From an optimization exercise on the open Yosys and OpenROAD flow, aimed at small area, a short achievable clock period and few clock cycles; shortcuts taken in it are not production practice. RTL that was checked went through simulation tests only; none was proved equivalent to the original. No activity file was given, so power comes from the tool's default toggle rates.

==> flow/design.v <==
module MPQ(
    input clk,
    input rst,
    input data_valid,
    input [7:0] data,
    input cmd_valid,
    input [2:0] cmd,
    input [7:0] index,
    input [7:0] value,
    output reg busy,
    output reg RAM_valid,
    output [7:0] RAM_A,
    output reg [7:0] RAM_D,
    output reg done
);
    function gt8;
        input [7:0] a, b;
        reg [7:0] g, ge;
        reg [3:0] g2, ge2;
        reg [1:0] g4, ge4;
        integer k;
        begin
            g  = a & ~b;
            ge = a | ~b;
            for (k = 0; k < 4; k = k + 1) begin
                g2[k]  = g[2*k+1] | (ge[2*k+1] & g[2*k]);
                ge2[k] = g[2*k+1] | (ge[2*k+1] & ge[2*k]);
            end
            for (k = 0; k < 2; k = k + 1) begin
                g4[k]  = g2[2*k+1] | (ge2[2*k+1] & g2[2*k]);
                ge4[k] = g2[2*k+1] | (ge2[2*k+1] & ge2[2*k]);
            end
            gt8 = g4[1] | (ge4[1] & g4[0]);
        end
    endfunction
    function [1:0] cmp8;
        input [7:0] a, b;
        reg [7:0] g, ge;
        reg [3:0] g2, ge2;
        reg [1:0] g4, ge4;
        integer k;
        begin
            g  = a & ~b;
            ge = a | ~b;
            for (k = 0; k < 4; k = k + 1) begin
                g2[k]  = g[2*k+1] | (ge[2*k+1] & g[2*k]);
                ge2[k] = g[2*k+1] | (ge[2*k+1] & ge[2*k]);
            end
            for (k = 0; k < 2; k = k + 1) begin
                g4[k]  = g2[2*k+1] | (ge2[2*k+1] & g2[2*k]);
                ge4[k] = g2[2*k+1] | (ge2[2*k+1] & ge2[2*k]);
            end
            cmp8 = {g4[1] | (ge4[1] & g4[0]), g4[1] | (ge4[1] & ge4[0])};
        end
    endfunction
    reg [7:0] A [1:15];
    reg [3:0] size;
    reg       started;
    reg       m_upd;    
    reg       m_sup;    
    reg       m_ins;    
    reg       m_ext;    
    reg       m_stA;    
    reg [1:0] bph;      
    reg       m_hp;     
    reg       m_sdn;    
    reg [3:0]  pos;     
    reg [7:0]  vv;      
    reg [3:0]  sz;
    wire [7:0] a1n;      
    reg [15:0] p;       
    integer j;
    wire accept = cmd_valid & ~busy & started & ~data_valid;
    reg [3:0] size_n;
    always @(*) begin
        if (data_valid | m_ins)
            size_n = size + 4'd1;
        else if (m_ext)
            size_n = size - 4'd1;
        else
            size_n = size;
    end
    reg  [3:0] wa;
    wire [4:0] wa2 = {1'b0, wa} + 5'd2;
    wire wr_acc  = accept & (cmd == 3'd4);
    wire wr_cont = RAM_valid & (wa2 <= {1'b0, size});
    always @(posedge clk or posedge rst) begin
        if (rst) begin
            size <= 4'd0;
            started <= 1'b0;
            m_upd <= 1'b0;
            m_sup <= 1'b0;
            m_ins <= 1'b0;
            m_ext <= 1'b0;
            m_stA <= 1'b0;
            bph <= 2'd0;
            m_hp <= 1'b0;
            m_sdn <= 1'b0;
            busy <= 1'b0;
            RAM_valid <= 1'b0;
            done <= 1'b0;
        end else begin
            size <= size_n;
            if (data_valid)
                started <= 1'b1;
            m_upd <= data_valid | (accept & ((cmd == 3'd2) | (cmd == 3'd3)));
            m_sup <= accept & ((cmd == 3'd2) | (cmd == 3'd3));
            m_ins <= accept & (cmd == 3'd3);
            m_ext <= accept & (cmd == 3'd1);
            m_stA <= accept & (cmd == 3'd0);
            bph <= m_stA ? 2'd1 : (bph == 2'd1) ? 2'd2 : (bph == 2'd2) ? 2'd3 : 2'd0;
            m_hp <= m_stA | (bph == 2'd1) | (bph == 2'd2);
            m_sdn <= (accept & ((cmd == 3'd0) | (cmd == 3'd1))) | m_stA |
                     (bph == 2'd1) | (bph == 2'd2);
            busy <= (accept & (cmd == 3'd0)) | m_stA | (bph == 2'd1) |
                    (wr_acc & (size_n > 4'd1)) | (wr_cont & (wa2 != {1'b0, size}));
            RAM_valid <= (wr_acc & (size_n != 4'd0)) | wr_cont;
            done <= (wr_acc & (size_n <= 4'd1)) | (wr_cont & (wa2 == {1'b0, size}));
        end
    end
    always @(posedge clk) begin
        vv <= data_valid ? data : value;
        pos <= data_valid ? size_n : (cmd == 3'd3) ? size_n + 4'd1 : index[3:0];
        if (accept & ((cmd == 3'd2) | (cmd == 3'd3)))
            sz <= 4'd0;
        else
            sz <= (accept & (cmd == 3'd1)) ? size_n - 4'd1 : size_n;
        wa <= wr_cont ? wa + 4'd1 : 4'd0;
        RAM_D <= wr_cont ? NV : a1n;
        if (wr_cont)
            p <= {p[14:0], 1'b0};
        else if (wr_acc)
            p <= 16'd1 << 2;
        else if (data_valid | (accept & ((cmd == 3'd2) | (cmd == 3'd3))))
            p <= 16'd1;
        else if (m_stA)
            p <= 16'd1 << 3;
        else if (bph == 2'd1)
            p <= 16'd1 << 2;
        else if (bph == 2'd2)
            p <= 16'd1 << 1;
        else
            p <= 16'd1 << size_n;
    end
    reg [7:0] NV;
    always @(*) begin
        NV = {8{p[0]}} & vv;
        for (j = 1; j <= 15; j = j + 1)
            NV = NV | ({8{p[j]}} & A[j]);
    end
    assign RAM_A = {4'd0, wa};
    reg        rs  [1:7];    
    reg        lv  [1:7];    
    reg        rv  [1:7];    
    reg [7:0]  mcv [1:7];    
    reg        root[1:7];
    reg        onc [1:15];   
    reg        go  [1:7];    
    reg [1:0]  cn  [1:15];   
    reg        ca  [4:7];    
    always @(*) begin
        for (j = 1; j <= 15; j = j + 1)
            cn[j] = cmp8(A[j], NV);
        for (j = 1; j <= 7; j = j + 1) begin
            lv[j]  = (2*j <= sz);
            rv[j]  = (2*j+1 <= sz);
            rs[j]  = rv[j] && gt8(A[2*j+1], A[2*j]);
            mcv[j] = rs[j] ? A[2*j+1] : A[2*j];
        end
        for (j = 4; j <= 7; j = j + 1)
            ca[j] = gt8(mcv[j], A[j]);
        root[1] = m_ext | (m_hp & p[1]);
        root[2] = m_hp & p[2];
        root[3] = m_hp & p[3];
        onc[1]  = root[1];
        go[1]   = onc[1] & ((lv[1] & cn[2][1]) | (rv[1] & cn[3][1]));
        onc[2]  = root[2] | (go[1] & ~rs[1]);
        go[2]   = onc[2] & ((lv[2] & cn[4][1]) | (rv[2] & cn[5][1]));
        onc[3]  = root[3] | (go[1] & rs[1]);
        go[3]   = onc[3] & ((lv[3] & cn[6][1]) | (rv[3] & cn[7][1]));
        for (j = 4; j <= 7; j = j + 1) begin
            root[j] = m_stA;
            onc[j]  = m_stA | (go[j/2] & (rs[j/2] == j[0]));
            go[j]   = m_stA ? (lv[j] & ca[j]) :
                      (onc[j] & ((lv[j] & cn[2*j][1]) | (rv[j] & cn[2*j+1][1])));
        end
        for (j = 8; j <= 15; j = j + 1)
            onc[j] = go[j/2] & (rs[j/2] == j[0]);
    end
    reg        m1, m2, m3;
    wire [3:0] a1 = {1'b0, pos[3:1]};
    wire [3:0] a2 = {2'b0, pos[3:2]};
    wire       a3 = pos[3];
    always @(*) begin
        m1 = m_sup && (a1 != 4'd0) && !cn[a1][0];
        m2 = m1 && (a2 != 4'd0) && !cn[a2][0];
        m3 = m2 && a3 && !cn[1][0];
    end
    reg        en   [1:15];
    reg        upch [1:15];   
    reg        dnpa [1:15];   
    always @(*) begin
        for (j = 1; j <= 15; j = j + 1) begin
            upch[j] = (j <= 7) && m_sdn && onc[j] && go[j];
            dnpa[j] = (j > 1) && ((m_sup && ((pos == j && m1) || (a1 == j && m2) || (a2 == j && m3))) ||
                                  (j >= 8 && m_stA && onc[j]));
            en[j]   = (m_upd && (pos == j || (m1 && a1 == j) || (m2 && a2 == j) || (m3 && j == 1))) ||
                      (m_sdn && onc[j] && (j >= 8 || go[j] || !root[j] || (j == 1 && m_ext)));
        end
    end
    reg [7:0] an [1:15];      
    always @(*) begin
        for (j = 1; j <= 15; j = j + 1)
            an[j] = !en[j] ? A[j] : upch[j] ? mcv[j] : dnpa[j] ? A[j/2] : NV;
    end
    assign a1n = an[1];
    always @(posedge clk) begin
        for (j = 1; j <= 15; j = j + 1)
            A[j] <= an[j];
    end
endmodule
Settings: LEC_CHECK=0, ABC_AREA=1, CAP_MARGIN=20, CORE_MARGIN=2, CORE_UTILIZATION=35, SLEW_MARGIN=20; clock period 10.0 ns.
standard.sh (not shown) runs the stock make flow with config.mk's settings and CLKGATE_MAP_FILE= SYNTH_SCRIPT=/design/flow/synth_recipe.tcl, a recipe that flattens the netlist after the stock synthesis.
==> flow/flow/run.sh <==
#!/bin/bash
set -euo pipefail
bash standard.sh SETUP_SLACK_MARGIN=6 finish > make_finish.log 2>&1
Then changed:
--- a/flow/design.v
+++ b/flow/design.v
@@ -149,54 +149,58 @@
             NV = NV | ({8{p[j]}} & A[j]);
     end
     assign RAM_A = {4'd0, wa};
     reg        rs  [1:7];    
     reg        lv  [1:7];    
-    reg        rv  [1:7];    
     reg [7:0]  mcv [1:7];    
     reg        root[1:7];
     reg        onc [1:15];   
     reg        go  [1:7];    
-    reg [1:0]  cn  [1:15];   
-    reg        ca  [4:7];    
-    always @(*) begin
-        for (j = 1; j <= 15; j = j + 1)
-            cn[j] = cmp8(A[j], NV);
+    reg [1:0]  cm  [1:7];    
+    reg        fr  [1:7];    
+    always @(*) begin
+        fr[1] = m_sup & ((pos[3] & pos[2]) | (~pos[3] & pos[2] & pos[1]) | (~pos[3] & ~pos[2] & pos[1] & pos[0]));
+        fr[2] = m_sup & ((pos[3:2] == 2'b10) & pos[1] | (pos[3:1] == 3'b010) & pos[0]);
+        fr[3] = m_sup & ((pos[3:2] == 2'b11) & pos[1] | (pos[3:1] == 3'b011) & pos[0]);
+        for (j = 4; j <= 7; j = j + 1)
+            fr[j] = m_sup & (pos[3:1] == j) & pos[0];
         for (j = 1; j <= 7; j = j + 1) begin
             lv[j]  = (2*j <= sz);
-            rv[j]  = (2*j+1 <= sz);
-            rs[j]  = rv[j] && gt8(A[2*j+1], A[2*j]);
+            rs[j]  = ((2*j+1 <= sz) && gt8(A[2*j+1], A[2*j])) || fr[j];
             mcv[j] = rs[j] ? A[2*j+1] : A[2*j];
         end
-        for (j = 4; j <= 7; j = j + 1)
-            ca[j] = gt8(mcv[j], A[j]);
         root[1] = m_ext | (m_hp & p[1]);
         root[2] = m_hp & p[2];
         root[3] = m_hp & p[3];
+        for (j = 1; j <= 7; j = j + 1)
+            cm[j] = cmp8(mcv[j], (j >= 4 && m_stA) ? A[j] : NV);
         onc[1]  = root[1];
-        go[1]   = onc[1] & ((lv[1] & cn[2][1]) | (rv[1] & cn[3][1]));
+        go[1]   = onc[1] & lv[1] & cm[1][1];
         onc[2]  = root[2] | (go[1] & ~rs[1]);
-        go[2]   = onc[2] & ((lv[2] & cn[4][1]) | (rv[2] & cn[5][1]));
+        go[2]   = onc[2] & lv[2] & cm[2][1];
         onc[3]  = root[3] | (go[1] & rs[1]);
-        go[3]   = onc[3] & ((lv[3] & cn[6][1]) | (rv[3] & cn[7][1]));
+        go[3]   = onc[3] & lv[3] & cm[3][1];
         for (j = 4; j <= 7; j = j + 1) begin
             root[j] = m_stA;
             onc[j]  = m_stA | (go[j/2] & (rs[j/2] == j[0]));
-            go[j]   = m_stA ? (lv[j] & ca[j]) :
-                      (onc[j] & ((lv[j] & cn[2*j][1]) | (rv[j] & cn[2*j+1][1])));
+            go[j]   = onc[j] & lv[j] & cm[j][1];
         end
         for (j = 8; j <= 15; j = j + 1)
             onc[j] = go[j/2] & (rs[j/2] == j[0]);
     end
+    reg        su [1:7];
     reg        m1, m2, m3;
     wire [3:0] a1 = {1'b0, pos[3:1]};
     wire [3:0] a2 = {2'b0, pos[3:2]};
     wire       a3 = pos[3];
     always @(*) begin
-        m1 = m_sup && (a1 != 4'd0) && !cn[a1][0];
-        m2 = m1 && (a2 != 4'd0) && !cn[a2][0];
-        m3 = m2 && a3 && !cn[1][0];
+        su[1] = gt8(vv, A[1]);
+        for (j = 2; j <= 7; j = j + 1)
+            su[j] = ~cm[j/2][0];
+        m1 = m_sup && (a1 != 4'd0) && su[a1];
+        m2 = m1 && (a2 != 4'd0) && su[a2];
+        m3 = m2 && a3 && su[1];
     end
     reg        en   [1:15];
     reg        upch [1:15];   
     reg        dnpa [1:15];   
     always @(*) begin
The changed run finished with timing, DRC and antenna clean.
Power is higher by about 1.3%.
Design area drops by about 3.5%.
Global-route usage climbs by 2.7 points.
Die area drops by about 7.5%.
Non-clock buffer count goes up by 9.
Final cell count drops by 7.5%.
Critical path depth stays the same.
Hold slack is worse by 0.036 ns.
Wire length grows by about 1.7%.
Synthesized cell count drops by about 11%.
Count of clock-buffer cells in the layout does not change.
Maximum frequency came out lower by about 1%.
Via count shrinks by 5.4%.
Testbench counts after the change, summed over its fixed seeds: cycles 12,800.
Function not checked in the first run of this note: the RTL went through the layout flow alone.

## re-timing with driven ports
Ports are ideal in the flow. The routed layouts listed here were re-timed in OpenROAD. Step 1 (the two cells are an assumption about what drives the block):
set clk [get_ports {clk}]
set_driving_cell -lib_cell sky130_fd_sc_hd__clkbuf_16 $clk
set_driving_cell -lib_cell sky130_fd_sc_hd__buf_2 [delete_from_list [all_inputs] $clk]
Step 2 also shifts input and output timing later by t, the mid clock arrival at the registers, as if the neighbouring blocks saw the same clock. Slacks: ideal ports / drivers / drivers and shift; pairs: ideal ports / drivers.
run	shift t [ns]	setup WS [ns]	worst setup path after step 2	latest minus earliest clock arrival (ns)
the first run	0.516	6.140 / 6.140 / 5.899	input to register	0.017 / 0.017
the second run	0.534	6.099 / 6.099 / 5.751	input to register	0.020 / 0.020
After both steps every run listed still meets setup and hold. The setup slack of the second run, which loses most, moves by 0.000 ns with the drivers and by -0.348 ns with both steps.
